What follows belongs to an exercise in optimizing a design on an open flow for small area, a short achievable clock period and few clock cycles; a production flow would make more cautious choices.
In this exercise RTL edits were held to simulation tests only and were not proved equivalent to the original.

the reference run:
==> flow/design.v <==
module gpu_block (
    input  wire         clk,
    input  wire         rst,
    input  wire         read_frame,
    input  wire         pixel_done,
    input  wire [2:0]   control_in,
    input  wire [7:0]   num_vertices_in,
    input  wire [23:0]  color_in,
    input  wire [767:0] vertices_in,
    output wire         computation_done,
    output wire         pixel_ready,
    output wire [23:0]  data_in,
    output wire [19:0]  address_in
);
    localparam S_IDLE  = 4'd0,
               S_START = 4'd1,
               S_LWAIT = 4'd2,
               S_L2    = 4'd5,
               S_L3    = 4'd6,
               S_L4    = 4'd7,
               S_STEP  = 4'd8,
               S_FSTEP = 4'd9,
               S_FIN   = 4'd10;
    reg [3:0] state;
    reg       idle;            
    reg       busy;            
    reg       ld;              
    reg       ld_n;            
    reg [29:0]  ring [0:15];
    reg [1:0]   v0c_hi;        
    reg         v1c_hi;        
    reg [23:0]  color;
    reg [2:0]   ctl;
    reg         lmode, first_only, is_cont;
    reg [4:0]   nv;
    integer k;
    always @(posedge clk) begin
        for (k = 0; k < 16; k = k + 1) begin
            ring[k] <= ~(({vertices_in[752-48*k +: 8], vertices_in[736-48*k +: 11],
                           vertices_in[720-48*k +: 11]} & {30{ld}}) |
                         (ring[(k+1) % 16] & {30{ld_n}}));
        end
        if (idle) begin
            v0c_hi <= vertices_in[761:760];
            v1c_hi <= vertices_in[712];
            color  <= color_in;
            ctl    <= control_in;
            lmode  <= (control_in == 3'b001);
            first_only <= (control_in == 3'b011) || (control_in == 3'b100);
            is_cont <= (control_in == 3'b100);
            nv     <= num_vertices_in[4:0];
        end
    end
    wire [29:0] ring0 = ~ring[0];      
    wire [29:0] ring1 = ~ring[1];
    wire [9:0]  f_xi = {v0c_hi, ring0[29:22]};
    wire [8:0]  f_yi = ring0[19:11];
    wire [9:0]  f_w_in = ring0[9:0];
    wire [8:0]  f_h_in = {v1c_hi, ring1[29:22]};
    reg  [4:0]  i;             
    reg  [7:0]  rem;           
    reg  [10:0] x1, y1;        
    reg  [3:0]  tv;            
    reg         havev;         
    reg         havej;         
    reg         fin_l;         
    wire [29:0] tap15 = ring[15];
    wire [29:0] tap7  = ring[7];
    wire [7:0]  jmask;
    genvar g;
    generate
        for (g = 0; g < 8; g = g + 1) begin : g_jm
            assign jmask[g] = (nv > g);
        end
    endgenerate
    function [2:0] lowbit;
        input [7:0] m;
        begin
            casez (m)
                8'b???????1: lowbit = 3'd0;
                8'b??????10: lowbit = 3'd1;
                8'b?????100: lowbit = 3'd2;
                8'b????1000: lowbit = 3'd3;
                8'b???10000: lowbit = 3'd4;
                8'b??100000: lowbit = 3'd5;
                8'b?1000000: lowbit = 3'd6;
                default:     lowbit = 3'd7;
            endcase
        end
    endfunction
    wire [2:0]  jnext    = lowbit(rem);
    wire [7:0]  rem_next = rem & ~(8'd1 << jnext);
    wire [4:0]  i_inc    = i + 5'd1;
    wire        last_i   = (i_inc == nv);
    wire [3:0]  want  = havev ? {1'b0, jnext} : i[3:0];
    wire        avail = (tv[2:0] == want[2:0]);
    wire [29:0] tap   = ((tv[3] == want[3]) ? tap15 : tap7) ^ {30{tv[0]}};
    wire [10:0] sx    = tap[21:11];
    wire [10:0] sy    = tap[10:0];
    wire [7:0]  vtx_m = tap[29:22] & jmask;
    wire        fe    = (state == S_LWAIT) || (state == S_STEP);
    wire        fetch_v = fe && !havev && !havej && !fin_l && avail;
    wire        fetch_j = fe && havev && !havej && avail;
    reg  signed [11:0] lx, ly;     
    reg  signed [11:0] u;          
    reg  [10:0] k1;                
    reg  signed [11:0] k2;         
    reg  [10:0] r;                 
    reg  [10:0] tdx, tdy;          
    reg         negx, negy, zx, zy;
    reg         sm, s, minc, cand;
    reg         dead_r;        
    wire [11:0] pdx = {1'b0, tdx} - {1'b0, x1};
    wire [11:0] ndx = {1'b0, x1} - {1'b0, tdx};
    wire [11:0] pdy = {1'b0, tdy} - {1'b0, y1};
    wire [11:0] ndy = {1'b0, y1} - {1'b0, tdy};
    wire [11:0] dxy = {1'b0, tdx} - {1'b0, tdy};
    wire [11:0] dyx = {1'b0, tdy} - {1'b0, tdx};
    wire        is_small = !dxy[11];
    wire        pos    = !zx && !zy && (negx == negy);
    wire [10:0] xmin   = negx ? lx[10:0] : x1;
    wire [10:0] xmax   = negx ? x1 : lx[10:0];
    wire [10:0] ymin   = negy ? ly[10:0] : y1;
    wire [10:0] ymax   = negy ? y1 : ly[10:0];
    wire [10:0] dmaj   = sm ? tdx : tdy;
    wire        c      = !u[11];
    wire signed [11:0] u_k1 = u + {1'b0, k1};
    wire signed [11:0] u_k2 = u + k2;
    wire signed [11:0] lx_inc = lx + 12'sd1;
    wire signed [11:0] ly_inc = ly + 12'sd1;
    wire signed [11:0] lx_min = s ? lx_inc : lx - 12'sd1;
    wire signed [11:0] ly_min = s ? ly_inc : ly - 12'sd1;
    reg  [9:0]  fx;
    reg  [8:0]  fy;
    wire [9:0]  fx1    = fx + 10'd1;
    wire        fvalid = (fx <= 10'd720) && (fy <= 9'd480);
    wire        lvalid = !lx[11] && !ly[11] && (lx <= 12'sd720) && (ly <= 12'sd480);
    wire        x_hi   = (lx > 12'sd720);
    wire        y_hi   = (ly > 12'sd480);
    wire        dead   = (x_hi && (sm || s)) || (y_hi && (!sm || s));
    wire        more   = (r != 11'd0) && !dead_r;
    wire [9:0]  f_w    = k1[9:0];
    wire [8:0]  f_h    = r[8:0];
    wire        fterm  = cand && fvalid && (first_only || (fy == f_h));
    reg         out_valid;
    reg  [17:0] out_addr;
    wire        adv = !out_valid || pixel_done;
    reg         amode;         
    wire [9:0]  ax = amode ? lx[9:0] : fx;
    wire [8:0]  ay = amode ? ly[8:0] : fy;
    wire [12:0] ahi = {ay, 4'b0} - {4'b0, ay} + {8'b0, ax[9:5]};
    wire [17:0] addr_calc = {ahi, ax[4:0]};
    always @(posedge clk or posedge rst) begin
        if (rst) begin
            out_valid <= 1'b0;
        end else if (adv) begin
            out_valid <= cand && (((state == S_STEP) && lvalid) ||
                                  ((state == S_FSTEP) && fvalid));
        end
    end
    always @(posedge clk) begin
        if (adv) out_addr <= addr_calc;
    end
    always @(posedge clk or posedge rst) begin
        if (rst) begin
            state <= S_IDLE;
            idle  <= 1'b1;
            busy  <= 1'b0;
            ld    <= 1'b1;
            ld_n  <= 1'b0;
            cand  <= 1'b0;
            fx    <= 10'd0;
            fy    <= 9'd0;
        end else begin
            case (state)
                S_IDLE: if (read_frame) begin
                    state <= S_START;
                    idle  <= 1'b0;
                    busy  <= 1'b1;
                    ld    <= 1'b0;
                    ld_n  <= 1'b1;
                end
                S_START: begin
                    cand <= 1'b0;
                    if (lmode) begin
                        state <= (nv == 5'd0) ? S_FIN : S_LWAIT;
                        ld    <= (nv == 5'd0);
                        ld_n  <= !((nv == 5'd0));
                    end else begin
                        if (!is_cont) begin
                            fx <= f_xi;
                            fy <= f_yi;
                        end
                        state <= S_FSTEP;
                    end
                end
                S_LWAIT: begin
                    if (havej)       state <= S_L2;
                    else if (fin_l) begin
                        state <= S_FIN;
                        ld    <= 1'b1;
                        ld_n  <= 1'b0;
                    end
                end
                S_L2: state <= S_L3;
                S_L3: state <= S_L4;
                S_L4: state <= S_STEP;
                S_STEP: if (adv) begin
                    if (more) begin
                        cand <= 1'b1;
                    end else begin
                        cand <= 1'b0;
                        if (havej)       state <= S_L2;
                        else if (fin_l) begin
                            state <= S_FIN;
                            ld    <= 1'b1;
                            ld_n  <= 1'b0;
                        end else         state <= S_LWAIT;
                    end
                end
                S_FSTEP: if (adv) begin
                    if (fterm) begin
                        state <= S_FIN;
                        ld    <= 1'b1;
                        ld_n  <= 1'b0;
                    end else begin
                        cand <= 1'b1;
                        if (fx1 == f_w) begin
                            fx <= 10'd0;
                            fy <= fy + 9'd1;
                        end else begin
                            fx <= fx1;
                        end
                    end
                end
                S_FIN: if (adv) begin
                    state <= S_IDLE;
                    idle  <= 1'b1;
                    busy  <= 1'b0;
                end
                default: begin
                    state <= S_IDLE;
                    idle  <= 1'b1;
                    busy  <= 1'b0;
                    ld    <= 1'b1;
                    ld_n  <= 1'b0;
                end
            endcase
        end
    end
    always @(posedge clk) begin
        case (state)
            S_START: begin
                amode   <= lmode;
                k1[9:0] <= f_w_in;
                r[8:0]  <= f_h_in;
            end
            S_L2: begin
                lx   <= {1'b0, tdx};
                ly   <= {1'b0, tdy};
                negx <= pdx[11];
                negy <= pdy[11];
                zx   <= (tdx == x1);
                zy   <= (tdy == y1);
            end
            S_L3: begin
                sm   <= is_small;
                s    <= pos;
                minc <= is_small ? (tdx != 11'd0) : 1'b1;
                k1   <= is_small ? tdy : tdx;
                k2   <= is_small ? dyx : dxy;
                r    <= is_small ? ((tdx == 11'd0) ? 11'd1 : tdx) : tdy;
                lx   <= {1'b0, (is_small || pos) ? xmin : xmax};
                ly   <= {1'b0, (!is_small || pos) ? ymin : ymax};
            end
            S_L4: begin
                u    <= {1'b0, k1} - {2'b0, dmaj[10:1]} - {11'b0, dmaj[0]};
            end
            S_STEP: if (adv && more) begin
                r <= r - 11'd1;
                u <= c ? u_k2 : u_k1;
                if (sm) begin
                    if (minc) lx <= lx_inc;
                    if (c)    ly <= ly_min;
                end else begin
                    ly <= ly_inc;
                    if (c)    lx <= lx_min;
                end
            end
            default: ;
        endcase
    end
    always @(posedge clk) begin
        dead_r <= dead;
        tv <= idle ? 4'd15 : tv + 4'd1;
        if (state == S_START) begin
            i     <= 5'd0;
            havev <= 1'b0;
            havej <= 1'b0;
            fin_l <= 1'b0;
        end else if (state == S_L2) begin
            havej <= 1'b0;
            tdx   <= pdx[11] ? ndx[10:0] : pdx[10:0];
            tdy   <= pdy[11] ? ndy[10:0] : pdy[10:0];
        end else if (fetch_v) begin
            x1 <= sx;
            y1 <= sy;
            rem <= vtx_m;
            if (vtx_m != 8'd0) havev <= 1'b1;
            else if (last_i)   fin_l <= 1'b1;
            else               i <= i_inc;
        end else if (fetch_j) begin
            tdx   <= sx;
            tdy   <= sy;
            rem   <= rem_next;
            havej <= 1'b1;
            if (rem_next == 8'd0) begin
                havev <= 1'b0;
                if (last_i) fin_l <= 1'b1;
                else        i <= i_inc;
            end
        end
    end
    assign computation_done = !busy;
    assign pixel_ready      = out_valid;
    assign data_in          = color;
    assign address_in       = {2'b00, out_addr};
endmodule
Settings: LEC_CHECK=0, ABC_CLOCK_PERIOD_IN_PS=3500, CAP_MARGIN=20, CORE_MARGIN=2, CORE_UTILIZATION=40, CTS_CLUSTER_DIAMETER=120, CTS_CLUSTER_SIZE=25, PLACE_DENSITY=0.6, SLEW_MARGIN=20; clock period 9.5 ns.
standard.sh (not shown) runs the stock make flow with config.mk's settings and CLKGATE_MAP_FILE= SYNTH_SCRIPT=/design/flow/synth_recipe.tcl, a recipe that flattens the netlist after the stock synthesis.
==> flow/flow/run.sh <==
#!/bin/bash
set -euo pipefail
export BUFFER_PORTS_ARGS="-buffer_cell sky130_fd_sc_hd__buf_1"
export SETUP_SLACK_MARGIN=6.3
bash standard.sh > standard.log 2>&1
Testbench counts of the reference run, summed over its fixed seeds: cycles 142,640.
Relative to the reference run, the following input files were edited for the trial run:
--- a/flow/design.v
+++ b/flow/design.v
@@ -143,13 +143,12 @@
     wire [8:0]  f_h    = r[8:0];
     wire        fterm  = cand && fvalid && (first_only || (fy == f_h));
     reg         out_valid;
     reg  [17:0] out_addr;
     wire        adv = !out_valid || pixel_done;
-    reg         amode;         
-    wire [9:0]  ax = amode ? lx[9:0] : fx;
-    wire [8:0]  ay = amode ? ly[8:0] : fy;
+    wire [9:0]  ax = lmode ? lx[9:0] : fx;
+    wire [8:0]  ay = lmode ? ly[8:0] : fy;
     wire [12:0] ahi = {ay, 4'b0} - {4'b0, ay} + {8'b0, ax[9:5]};
     wire [17:0] addr_calc = {ahi, ax[4:0]};
     always @(posedge clk or posedge rst) begin
         if (rst) begin
             out_valid <= 1'b0;
@@ -249,11 +248,10 @@
         end
     end
     always @(posedge clk) begin
         case (state)
             S_START: begin
-                amode   <= lmode;
                 k1[9:0] <= f_w_in;
                 r[8:0]  <= f_h_in;
             end
             S_L2: begin
                 lx   <= {1'b0, tdx};
Notes after the runs:
The trial run completed end to end with timing, DRC and antenna clean. Compared with the reference run, in the trial run average wire per standard cell has increased; met1 routed wirelength after detailed routing has decreased; final-layout clock buffer total has increased. Sort the reference run and the trial run by synthesized cell count, ascending, and the trial run comes first. Summary: with the reference run as the reference, aggregate routed wire length in the trial run moved down slightly.
Testbench counts of the trial run, summed over its fixed seeds: cycles 142,640.

-- separate check: timing with driven ports --
The results above use ideal ports. As a check the final layouts listed here were re-extracted and re-timed, cells and wires unchanged. Step 1: set_driving_cell puts a clkbuf_16 on clk and a buf_2 on each other input, an assumption about the parent block. Step 2 times the ports against the registers' clock, not the clock port: input delays grow and output delays shrink by t, the midpoint of the rising clock arrivals with the driver on. a / b / c = ideal ports / drivers / drivers and shift; a / b = the first two.
run	shift t [ns]	slack for setup (ns)	hold WS [ns]	worst data-port slew with drivers (ns)
the reference run	0.667	6.302 / 6.245 / 5.728	0.397 / 0.397 / 0.397	0.21
the trial run	0.659	6.257 / 6.257 / 5.829	0.387 / 0.387 / 0.387	0.23
After both steps every run listed still meets setup and hold. For the reference run, which loses most, drivers alone change the setup slack by -0.057 ns; drivers and shift together by -0.574 ns.
